This is an optimization exercise on Yosys and OpenROAD, whose aim is small area, not a production implementation.
Function was checked by simulation only, so behaviour that the tests miss may differ from the original.

==> run a <==
==> flow/design.v <==
module cpu (
    input  wire        clock,
    input  wire        reset,
    output wire [31:0] address_imem,
    input  wire [31:0] q_imem,
    output wire [31:0] address_dmem,
    output wire [31:0] data,
    output wire        wren,
    input  wire [31:0] q_dmem
);
    reg  [31:0] pc;
    reg  [31:0] fd;
    reg  [31:0] dx;         
    reg  [4:0]  dx_rb;      
    reg  [31:0] dx_a;       
    reg  [31:0] x_b;        
    reg  [31:0] xm_o, xm_b;
    reg  [4:0]  xm_rd;
    reg         xm_cls, xm_jal, xm_setx, xm_exc, xm_excw, xm_lw, xm_sw;
    reg  [31:0] mw_o;
    reg  [4:0]  mw_rd;
    reg         mw_cls, mw_jal, mw_setx, mw_exc, mw_excw;
    reg         ph_n, ph_p;
    reg  [64:0] md_acc;     
    reg  [4:0]  md_cnt;
    reg         md_started;
    wire [4:0] fd_op = fd[31:27];
    wire [4:0] fd_rd = fd[26:22];
    wire [4:0] fd_rs = fd[21:17];
    wire [4:0] fd_rt = fd[16:12];
    wire fd_is_bex = (fd_op == 5'b10110);
    wire fd_is_r   = (fd_op == 5'b00000);
    wire fd_is_bne = (fd_op == 5'b00010);
    wire fd_is_blt = (fd_op == 5'b00110);
    wire fd_is_jr  = (fd_op == 5'b00100);
    wire [4:0] fd_rb = fd_is_bex ? 5'd30 : (fd_is_r ? fd_rt : fd_rd);
    wire [4:0]  dx_op    = dx[31:27];
    wire [4:0]  dx_rd    = dx[26:22];
    wire [4:0]  dx_rs    = dx[21:17];
    wire [4:0]  dx_rt    = dx[16:12];
    wire [16:0] dx_imm   = dx[16:0];
    wire [4:0]  dx_shamt = dx[11:7];
    wire [4:0]  dx_aluop = dx[6:2];
    wire [26:0] dx_T     = dx[26:0];
    wire dx_is_r    = (dx_op == 5'b00000);
    wire dx_is_addi = (dx_op == 5'b00101);
    wire dx_is_bex  = (dx_op == 5'b10110);
    wire dx_is_bne  = (dx_op == 5'b00010);
    wire dx_is_blt  = (dx_op == 5'b00110);
    wire dx_is_j    = (dx_op == 5'b00001);
    wire dx_is_jal  = (dx_op == 5'b00011);
    wire dx_is_jr   = (dx_op == 5'b00100);
    wire dx_is_sw   = (dx_op == 5'b00111);
    wire dx_is_lw   = (dx_op == 5'b01000);
    wire dx_is_setx = (dx_op == 5'b10101);
    wire dx_is_mult = dx_is_r && (dx_aluop == 5'b00110);
    wire dx_is_div  = dx_is_r && (dx_aluop == 5'b00111);
    wire dx_is_add  = dx_is_r && (dx_aluop == 5'b00000);
    wire dx_is_sub  = dx_is_r && (dx_aluop == 5'b00001);
    wire dx_is_md   = dx_is_mult || dx_is_div;
    wire dx_use_imm = dx_is_addi || dx_is_sw || dx_is_lw;
    wire dx_is_br   = dx_is_bne || dx_is_blt;
    wire load_use = dx_is_lw && (
        ((fd_is_bne || fd_is_blt) && ((dx_rd == fd_rs) || (dx_rd == fd_rd))) ||
        (fd_is_jr && (dx_rd == fd_rd)) ||
        (fd_is_bex && (dx_rd == 5'd30)));
    wire md_ready;
    wire stall_md = dx_is_md && !md_ready;
    wire stall = load_use || stall_md;
    wire flush;
    wire [4:0]  rf_wr  = mw_excw ? 5'd30 : mw_jal ? 5'd31 : mw_setx ? 5'd30 :
                         mw_cls ? mw_rd : 5'd0;
    wire        ph     = ph_n ^ ph_p;    
    wire [4:0]  rf_ra  = ph ? dx_rb : fd_rs;
    reg  [31:0] rf_rd;
    wire [32*32-1:0] rf_flat;
    wire [31:0] rf_sel;
    assign rf_flat[31:0] = 32'b0;
    assign rf_sel[0] = 1'b0;
    genvar gi;
    generate
        for (gi = 1; gi < 32; gi = gi + 1) begin : g_rf
            reg [31:0] r;
            always @(posedge clock)
                if (reset || rf_wr == gi) r <= mw_o;
            assign rf_flat[gi*32 +: 32] = r;
            assign rf_sel[gi] = !reset && (rf_ra == gi);
        end
    endgenerate
    integer ri;
    always @* begin
        rf_rd = 32'b0;
        for (ri = 1; ri < 32; ri = ri + 1)
            rf_rd = rf_rd | (rf_flat[ri*32 +: 32] & {32{rf_sel[ri]}});
    end
    always @(negedge clock or posedge reset)
        if (reset) ph_n <= 1'b0; else ph_n <= ~ph_n;
    always @(posedge clock or posedge reset)
        if (reset) ph_p <= 1'b0; else ph_p <= ~ph_p;
    always @(posedge clock) x_b <= rf_rd;    
    wire xm_ww = xm_cls || xm_jal;
    wire mw_ww = mw_cls || mw_jal;
    wire [4:0] dx_srcB = (dx_is_br || dx_is_jr || dx_is_sw) ? dx_rd : dx_rt;
    wire [31:0] xm_val = xm_lw ? q_dmem : xm_o;
    wire [31:0] fwd_A =
        (xm_exc && (dx_rs == 5'd30)) ? xm_o :
        (mw_exc && (dx_rs == 5'd30)) ? mw_o :
        (xm_ww && (xm_rd != 5'b0) && (xm_rd == dx_rs)) ? xm_val :
        (mw_ww && (mw_rd != 5'b0) && (mw_rd == dx_rs)) ? mw_o :
        dx_a;
    wire [31:0] fwd_B =
        (xm_exc && (dx_srcB == 5'd30)) ? xm_o :
        (mw_exc && (dx_srcB == 5'd30)) ? mw_o :
        (xm_ww && (xm_rd != 5'b0) && (xm_rd == dx_srcB)) ? xm_val :
        (mw_ww && (mw_rd != 5'b0) && (mw_rd == dx_srcB)) ? mw_o :
        x_b;
    wire [31:0] imm_ext = {{15{dx_imm[16]}}, dx_imm};
    wire [2:0]  alu_op  = dx_use_imm ? 3'b000 : dx_is_br ? 3'b001 : dx_aluop[2:0];
    wire [31:0] opB     = dx_use_imm ? imm_ext : fwd_B;
    wire        alu_sub = alu_op[0];
    wire [31:0] selB    = alu_sub ? ~opB : opB;
    wire [32:0] sum_c   = {fwd_A, 1'b1} + {selB, alu_sub};
    wire [31:0] sum     = sum_c[32:1];
    wire        ovf     = (fwd_A[31] == selB[31]) && (fwd_A[31] != sum[31]);
    wire        ne      = |sum;
    wire        lt      = ovf ^ sum[31];
    wire        sh_left = ~alu_op[0];
    reg  [31:0] a_rev;
    integer j;
    always @* for (j = 0; j < 32; j = j + 1) a_rev[j] = fwd_A[31 - j];
    wire [31:0] sh_in  = sh_left ? a_rev : fwd_A;
    wire        sh_fill = ~sh_left & fwd_A[31];
    wire [31:0] sh1 = dx_shamt[0] ? {sh_fill, sh_in[31:1]} : sh_in;
    wire [31:0] sh2 = dx_shamt[1] ? {{2{sh_fill}}, sh1[31:2]} : sh1;
    wire [31:0] sh3 = dx_shamt[2] ? {{4{sh_fill}}, sh2[31:4]} : sh2;
    wire [31:0] sh4 = dx_shamt[3] ? {{8{sh_fill}}, sh3[31:8]} : sh3;
    wire [31:0] sh_out = dx_shamt[4] ? {{16{sh_fill}}, sh4[31:16]} : sh4;
    reg  [31:0] sh_rev;
    always @* for (j = 0; j < 32; j = j + 1) sh_rev[j] = sh_out[31 - j];
    reg [31:0] alu_res;
    always @* begin
        case (alu_op)
            3'd0, 3'd1: alu_res = sum;
            3'd2:       alu_res = fwd_A & opB;
            3'd3:       alu_res = fwd_A | opB;
            3'd4:       alu_res = sh_rev;
            3'd5:       alu_res = sh_out;
            default:    alu_res = 32'b0;
        endcase
    end
    wire md_load = dx_is_md && !md_started;
    wire [2:0] bc = md_acc[2:0];
    wire b_zero = (bc == 3'b000) || (bc == 3'b111);
    wire b_two  = (bc == 3'b011) || (bc == 3'b100);
    wire b_neg  = bc[2] && !(bc[1] && bc[0]);
    wire d_sub  = (md_acc[32] == dx_a[31]);
    wire [32:0] mag  = dx_is_mult ? (b_zero ? 33'b0 : b_two ? {dx_a, 1'b0} : {dx_a[31], dx_a})
                                  : {dx_a[31], dx_a};
    wire        inv  = dx_is_mult ? b_neg : d_sub;
    wire [33:0] md_sc = {md_acc[64], md_acc[64:33], 1'b1} + {(inv ? ~mag : mag), inv};
    wire [32:0] md_s = md_sc[33:1];
    wire [64:0] m_next = {md_s[32], md_s, md_acc[32:2]};
    wire [64:0] d_next = {md_s[30:0], md_acc[31], md_s[31], md_acc[30:1], ~md_s[31], md_acc[0]};
    wire [31:0] a_lo;
    assign a_lo[0] = 1'b0;
    genvar ga;
    generate for (ga = 1; ga < 32; ga = ga + 1) begin : g_aabs
        assign a_lo[ga] = a_lo[ga-1] | fwd_A[ga-1];
    end endgenerate
    wire [31:0] a_abs = fwd_A ^ (a_lo & {32{fwd_A[31]}});
    wire [64:0] m_init = {32'b0, fwd_B, 1'b0};
    wire [64:0] d_init = {31'b0, a_abs[31], 1'b0, a_abs[30:0], fwd_A[31] ^ fwd_B[31]};
    always @(negedge clock or posedge reset) begin
        if (reset) begin
            md_acc <= 65'b0; md_cnt <= 5'b0; md_started <= 1'b0;
        end else begin
            md_started <= stall_md;
            md_cnt <= md_load ? 5'd0 : md_cnt + 5'd1;
            if (md_load) begin
                md_acc <= dx_is_div ? d_init : m_init;
            end else begin
                md_acc <= dx_is_div ? d_next : m_next;
            end
        end
    end
    assign md_ready = md_started && (md_cnt == (dx_is_div ? 5'd31 : 5'd15));
    wire [31:0] p_res  = {md_s[1:0], md_acc[32:3]};
    wire        m_ovf  = |({md_s[32], md_s[32:2]} ^ {32{md_s[1]}});
    wire [31:0] q_next = {md_acc[31:1], ~md_s[31]};
    wire        div0   = (dx_a == 32'b0);
    wire [31:0] q_lo;
    assign q_lo[0] = 1'b0;
    generate for (ga = 1; ga < 32; ga = ga + 1) begin : g_qneg
        assign q_lo[ga] = q_lo[ga-1] | q_next[ga-1];
    end endgenerate
    wire [31:0] q_res  = div0 ? 32'b0 : (q_next ^ (q_lo & {32{md_acc[0]}}));
    wire        md_exc = dx_is_mult ? m_ovf : div0;
    wire [31:0] md_res = dx_is_mult ? p_res : q_res;
    wire [31:0] pc_m1 = pc - 32'd1;
    wire dx_exc = ((dx_is_add || dx_is_addi || dx_is_sub) && ovf) || (dx_is_md && md_exc);
    wire [2:0] exc_code =
        (dx_is_add  && ovf)    ? 3'd1 :
        (dx_is_addi && ovf)    ? 3'd2 :
        (dx_is_sub  && ovf)    ? 3'd3 :
        (dx_is_mult && md_exc) ? 3'd4 :
        (dx_is_div  && md_exc) ? 3'd5 : 3'd0;
    wire [31:0] dx_res = dx_exc ? {29'b0, exc_code} :
                         dx_is_setx ? {5'b0, dx_T} :
                         dx_is_jal ? pc_m1 :
                         dx_is_md ? md_res : alu_res;
    wire [31:0] br_target = pc_m1 + imm_ext;
    wire [31:0] bex_val = xm_setx ? xm_o : mw_setx ? mw_o : x_b;
    wire bex_taken = dx_is_bex && (bex_val != 32'b0);
    wire bne_taken = dx_is_bne && ne;
    wire blt_taken = dx_is_blt && !lt && ne;
    wire jT = bex_taken || dx_is_j || dx_is_jal;
    assign flush = jT || bne_taken || blt_taken || dx_is_jr;
    wire [31:0] target = jT ? {5'b0, dx_T} : dx_is_jr ? fwd_B : br_target;
    wire [31:0] pc_next = flush ? target : pc + 32'd1;
    always @(negedge clock or posedge reset) begin
        if (reset) begin
            pc <= 32'b0; fd <= 32'b0; dx <= 32'b0; dx_rb <= 5'b0; dx_a <= 32'b0;
            xm_o <= 32'b0; xm_b <= 32'b0; xm_rd <= 5'b0;
            {xm_cls, xm_jal, xm_setx, xm_exc, xm_excw, xm_lw, xm_sw} <= 7'b0;
            mw_o <= 32'b0; mw_rd <= 5'b0;
            {mw_cls, mw_jal, mw_setx, mw_exc, mw_excw} <= 5'b0;
        end else begin
            if (!stall) begin
                pc <= pc_next;
                fd <= flush ? 32'b0 : q_imem;
            end
            dx_rb <= fd_rb;
            if (md_load)
                dx_a <= dx_is_div ? fwd_B : fwd_A;
            else if (!stall_md)
                dx_a <= rf_rd;
            if (!stall_md) begin
                dx <= (flush || load_use) ? 32'b0 : fd;
                xm_o <= dx_res;
                xm_b <= fwd_B;
                xm_rd <= dx_rd;
                xm_cls <= dx_is_r || dx_is_addi || dx_is_lw;
                xm_jal <= dx_is_jal;
                xm_setx <= dx_is_setx;
                xm_exc <= dx_exc;
                xm_excw <= dx_exc && (dx != 32'b0);
                xm_lw <= dx_is_lw;
                xm_sw <= dx_is_sw;
            end
            mw_o <= xm_val;
            mw_rd <= xm_rd;
            mw_cls <= xm_cls;
            mw_jal <= xm_jal;
            mw_setx <= xm_setx;
            mw_exc <= xm_exc;
            mw_excw <= xm_excw;
        end
    end
    assign address_imem = pc;
    assign address_dmem = xm_o;
    assign data = xm_b;
    assign wren = xm_sw;
endmodule
==> flow/flow/run.sh <==
#!/bin/bash
# Own flow: the standard layout (standard.sh, all ORFS steps unchanged),
# except that synthesis maps the combinational logic with an area-oriented
# ABC script (flow/abc_area.script: delay relaxed, area recovery) in place of
# ORFS's delay-oriented abc_speed.script. Flip-flops are mapped before ABC, so
# the registers, their names and cell types are the standard synthesis's.
# Clock tree synthesis runs with ORFS's default arguments plus
# -dont_use_dummy_load, clusters of up to 12 sinks within 80 um and clkbuf_8
# buffers; ports are buffered with buf_1.
# make's full output goes to orfs_make.log; ORFS keeps each tool's log under
# orfs/logs/.
set -euo pipefail
work=$(cd "$(dirname "$0")/.." && pwd)
cd "$work"
rm -rf "$work/scripts_abc"
cp -r "$FLOW_HOME/scripts" "$work/scripts_abc"
cp "$work/flow/abc_area.script" "$work/scripts_abc/abc_speed.script"
bash "$work/standard.sh" SCRIPTS_DIR="$work/scripts_abc" \
  "CTS_ARGS=-sink_clustering_enable -repair_clock_nets -dont_use_dummy_load -sink_clustering_size 12 -sink_clustering_max_diameter 80 -buf_list sky130_fd_sc_hd__clkbuf_8" \
  "BUFFER_PORTS_ARGS=-buffer_cell sky130_fd_sc_hd__buf_1" \
  finish > "$work/orfs_make.log" 2>&1
==> flow/flow/abc_area.script <==
&get -n
&st
&syn2
&dch
&nf -R 1000
&st
&syn2
&dch
&nf -R 1000
&put
==> flow/standard.sh <==
#!/bin/bash
# synth_recipe.tcl (not shown) runs the flow's synth.tcl, then flattens the netlist and writes it again
# the make line also repeats each setting of config.mk as NAME=value (left out here)
make -C /OpenROAD-flow-scripts/flow DESIGN_CONFIG=/design/flow/config.mk WORK_HOME=/design/flow/orfs CLKGATE_MAP_FILE= SYNTH_SCRIPT=/design/flow/synth_recipe.tcl "${@:-finish}"
==> flow/config.mk <==
export PLATFORM = sky130hd
export DESIGN_NAME = cpu
export DESIGN_NICKNAME = cpu
export VERILOG_FILES = /design/flow/design.v
export SDC_FILE = /design/flow/constraint.sdc
export NUM_CORES = 4
export LEC_CHECK = 0
export CAP_MARGIN = 10
export CORE_MARGIN = 2
export CORE_UTILIZATION = 60
export SLEW_MARGIN = 10
==> flow/constraint.sdc <==
create_clock -name core_clock -period 25.0 [get_ports {clock}]
set_input_delay 5.0000 -clock core_clock [delete_from_list [all_inputs] [get_ports {clock}]]
set_output_delay 5.0000 -clock core_clock [all_outputs]
set_load 0.01 [all_outputs]
==> inputs of run b, as changes to run a <==
--- a/flow/design.v
+++ b/flow/design.v
@@ -84,7 +84,7 @@
             always @(posedge clock)
                 if (reset || rf_wr == gi) r <= mw_o;
             assign rf_flat[gi*32 +: 32] = r;
-            assign rf_sel[gi] = !reset && (rf_ra == gi);
+            assign rf_sel[gi] = (rf_ra == gi);
         end
     endgenerate
     integer ri;
@@ -97,7 +97,8 @@
         if (reset) ph_n <= 1'b0; else ph_n <= ~ph_n;
     always @(posedge clock or posedge reset)
         if (reset) ph_p <= 1'b0; else ph_p <= ~ph_p;
-    always @(posedge clock) x_b <= rf_rd;    
+    always @(posedge clock or posedge reset)
+        if (reset) x_b <= 32'b0; else x_b <= rf_rd;
     wire xm_ww = xm_cls || xm_jal;
     wire mw_ww = mw_cls || mw_jal;
     wire [4:0] dx_srcB = (dx_is_br || dx_is_jr || dx_is_sw) ? dx_rd : dx_rt;
==> flow/flow/run.sh (replaced) <==
#!/bin/bash
# Own flow: the standard layout (standard.sh, all ORFS steps unchanged),
# except that synthesis maps the combinational logic with an area-oriented
# ABC script (flow/abc_area.script: delay relaxed, area recovery) in place of
# ORFS's delay-oriented abc_speed.script. Flip-flops are mapped before ABC, so
# the registers, their names and cell types are the standard synthesis's.
# Clock tree synthesis runs with ORFS's default arguments plus
# -dont_use_dummy_load and clkbuf_4 buffers; ports are buffered with buf_1.
# make's full output goes to orfs_make.log; ORFS keeps each tool's log under
# orfs/logs/.
set -euo pipefail
work=$(cd "$(dirname "$0")/.." && pwd)
cd "$work"
rm -rf "$work/scripts_abc"
cp -r "$FLOW_HOME/scripts" "$work/scripts_abc"
cp "$work/flow/abc_area.script" "$work/scripts_abc/abc_speed.script"
bash "$work/standard.sh" SCRIPTS_DIR="$work/scripts_abc" \
  "CTS_ARGS=-sink_clustering_enable -repair_clock_nets -dont_use_dummy_load -buf_list sky130_fd_sc_hd__clkbuf_4" \
  "BUFFER_PORTS_ARGS=-buffer_cell sky130_fd_sc_hd__buf_1" \
  finish > "$work/orfs_make.log" 2>&1
==> flow/config.mk (replaced) <==
export PLATFORM = sky130hd
export DESIGN_NAME = cpu
export DESIGN_NICKNAME = cpu
export VERILOG_FILES = /design/flow/design.v
export SDC_FILE = /design/flow/constraint.sdc
export NUM_CORES = 4
export LEC_CHECK = 0
export CAP_MARGIN = 20
export CORE_MARGIN = 2
export CORE_UTILIZATION = 70
export SLEW_MARGIN = 20
==> inputs of run c, as changes to run a <==
--- a/flow/design.v
+++ b/flow/design.v
@@ -81,10 +81,14 @@
     generate
         for (gi = 1; gi < 32; gi = gi + 1) begin : g_rf
             reg [31:0] r;
+            reg        v;
             always @(posedge clock)
-                if (reset || rf_wr == gi) r <= mw_o;
+                if (rf_wr == gi) r <= mw_o;
+            always @(posedge clock or posedge reset)
+                if (reset) v <= 1'b0;
+                else if (rf_wr == gi) v <= 1'b1;
             assign rf_flat[gi*32 +: 32] = r;
-            assign rf_sel[gi] = !reset && (rf_ra == gi);
+            assign rf_sel[gi] = v && (rf_ra == gi);
         end
     endgenerate
     integer ri;
@@ -97,7 +101,7 @@
         if (reset) ph_n <= 1'b0; else ph_n <= ~ph_n;
     always @(posedge clock or posedge reset)
         if (reset) ph_p <= 1'b0; else ph_p <= ~ph_p;
-    always @(posedge clock) x_b <= rf_rd;    
+    always @(posedge clock) x_b <= rf_rd;
     wire xm_ww = xm_cls || xm_jal;
     wire mw_ww = mw_cls || mw_jal;
     wire [4:0] dx_srcB = (dx_is_br || dx_is_jr || dx_is_sw) ? dx_rd : dx_rt;
==> flow/flow/run.sh (replaced) <==
#!/bin/bash
# Own flow: the standard layout (standard.sh, all ORFS steps unchanged),
# except that synthesis maps the combinational logic with an area-oriented
# ABC script (flow/abc_area.script: delay relaxed, area recovery) in place of
# ORFS's delay-oriented abc_speed.script. Flip-flops are mapped before ABC, so
# the registers, their names and cell types are the standard synthesis's.
# make's full output goes to orfs_make.log; ORFS keeps each tool's log under
# orfs/logs/.
set -euo pipefail
work=$(cd "$(dirname "$0")/.." && pwd)
cd "$work"
rm -rf "$work/scripts_abc"
cp -r "$FLOW_HOME/scripts" "$work/scripts_abc"
cp "$work/flow/abc_area.script" "$work/scripts_abc/abc_speed.script"
bash "$work/standard.sh" SCRIPTS_DIR="$work/scripts_abc" finish > "$work/orfs_make.log" 2>&1
--- a/flow/config.mk
+++ b/flow/config.mk
@@ -5,7 +5,8 @@
 export SDC_FILE = /design/flow/constraint.sdc
 export NUM_CORES = 4
 export LEC_CHECK = 0
-export CAP_MARGIN = 10
+export CAP_MARGIN = 20
 export CORE_MARGIN = 2
 export CORE_UTILIZATION = 60
-export SLEW_MARGIN = 10
+export CTS_BUF_LIST = sky130_fd_sc_hd__clkbuf_8
+export SLEW_MARGIN = 20
==> flow_summary.ini <==
[place]
placedCellCount = 6674
gp_congestion = 1.11
pre_cts_slack_ns = 0.488

[global_route]
met3_usage_pct = 62.6
grt-ovfl-total = 246

[cts]
cts.sinks = 1348
cts_made_buffers = 336

[status]
error = [ERROR GRT-0116] Global routing finished with congestion. Check the congestion regions in the DRC Viewer.
outcome = did not finish
failing_step = 5_1_grt

[floorplanning]
die_y_um = 301

[synth]
syn_inst = 5127
synth_xor_area_share_pct = 3.62
synth_common_cells = edfxtp_1 (992), nand2_1 (547), o21ai_0 (493), nor2_1 (440), a21oi_1 (396)
The numbers above come from run b.

==> flow_summary.ini <==
[status]
outcome = finished clean

[synth]
ys_types = 65
synthAdderAreaFrac_pct = 2.12
syn_inst = 5167
synth_xor_area_share_pct = 3.38

[place]
pre_cts_slack_ns = 0.0446
gp_congestion = 1.11

[cts]
cts_made_buffers = 132
cts.sinks = 1348

[floorplanning]
die_y_um = 324

[layout]
multi_input_area_mm2 = 0.0233

[routing]
dr.pass1.iters = 10

[power]
p_clk_share_pct = 10.2
seq_power_share_pct = 36.7
finalPower_mw = 11.6

[global_route]
grt-ovfl-total = 0
The numbers above come from run a.

==> flow_summary.ini <==
[synth]
synthFlopType = edfxtp_1
synth_xor_area_share_pct = 3.77
syn_inst = 5173

[status]
outcome = finished clean

[floorplanning]
die_y_um = 327

[cts]
cts.sinks = 1379
cts_made_buffers = 206

[min_path]
hold-path-endpoint = ph_n

[place]
pre_cts_slack_ns = -0.159
gp_congestion = 1.13

[layout]
areaGrowthSynthToFinish_pct = 16.4
inverters = 84
regMostFlops = g_rf.r

[power]
powerSeq_mw = 3.64

[global_route]
met3_usage_pct = 21.0
top_usage_layer = met1

[timing]
fin_setup_tns_ns = 0

[routing]
drc = 0
The numbers above come from run c.

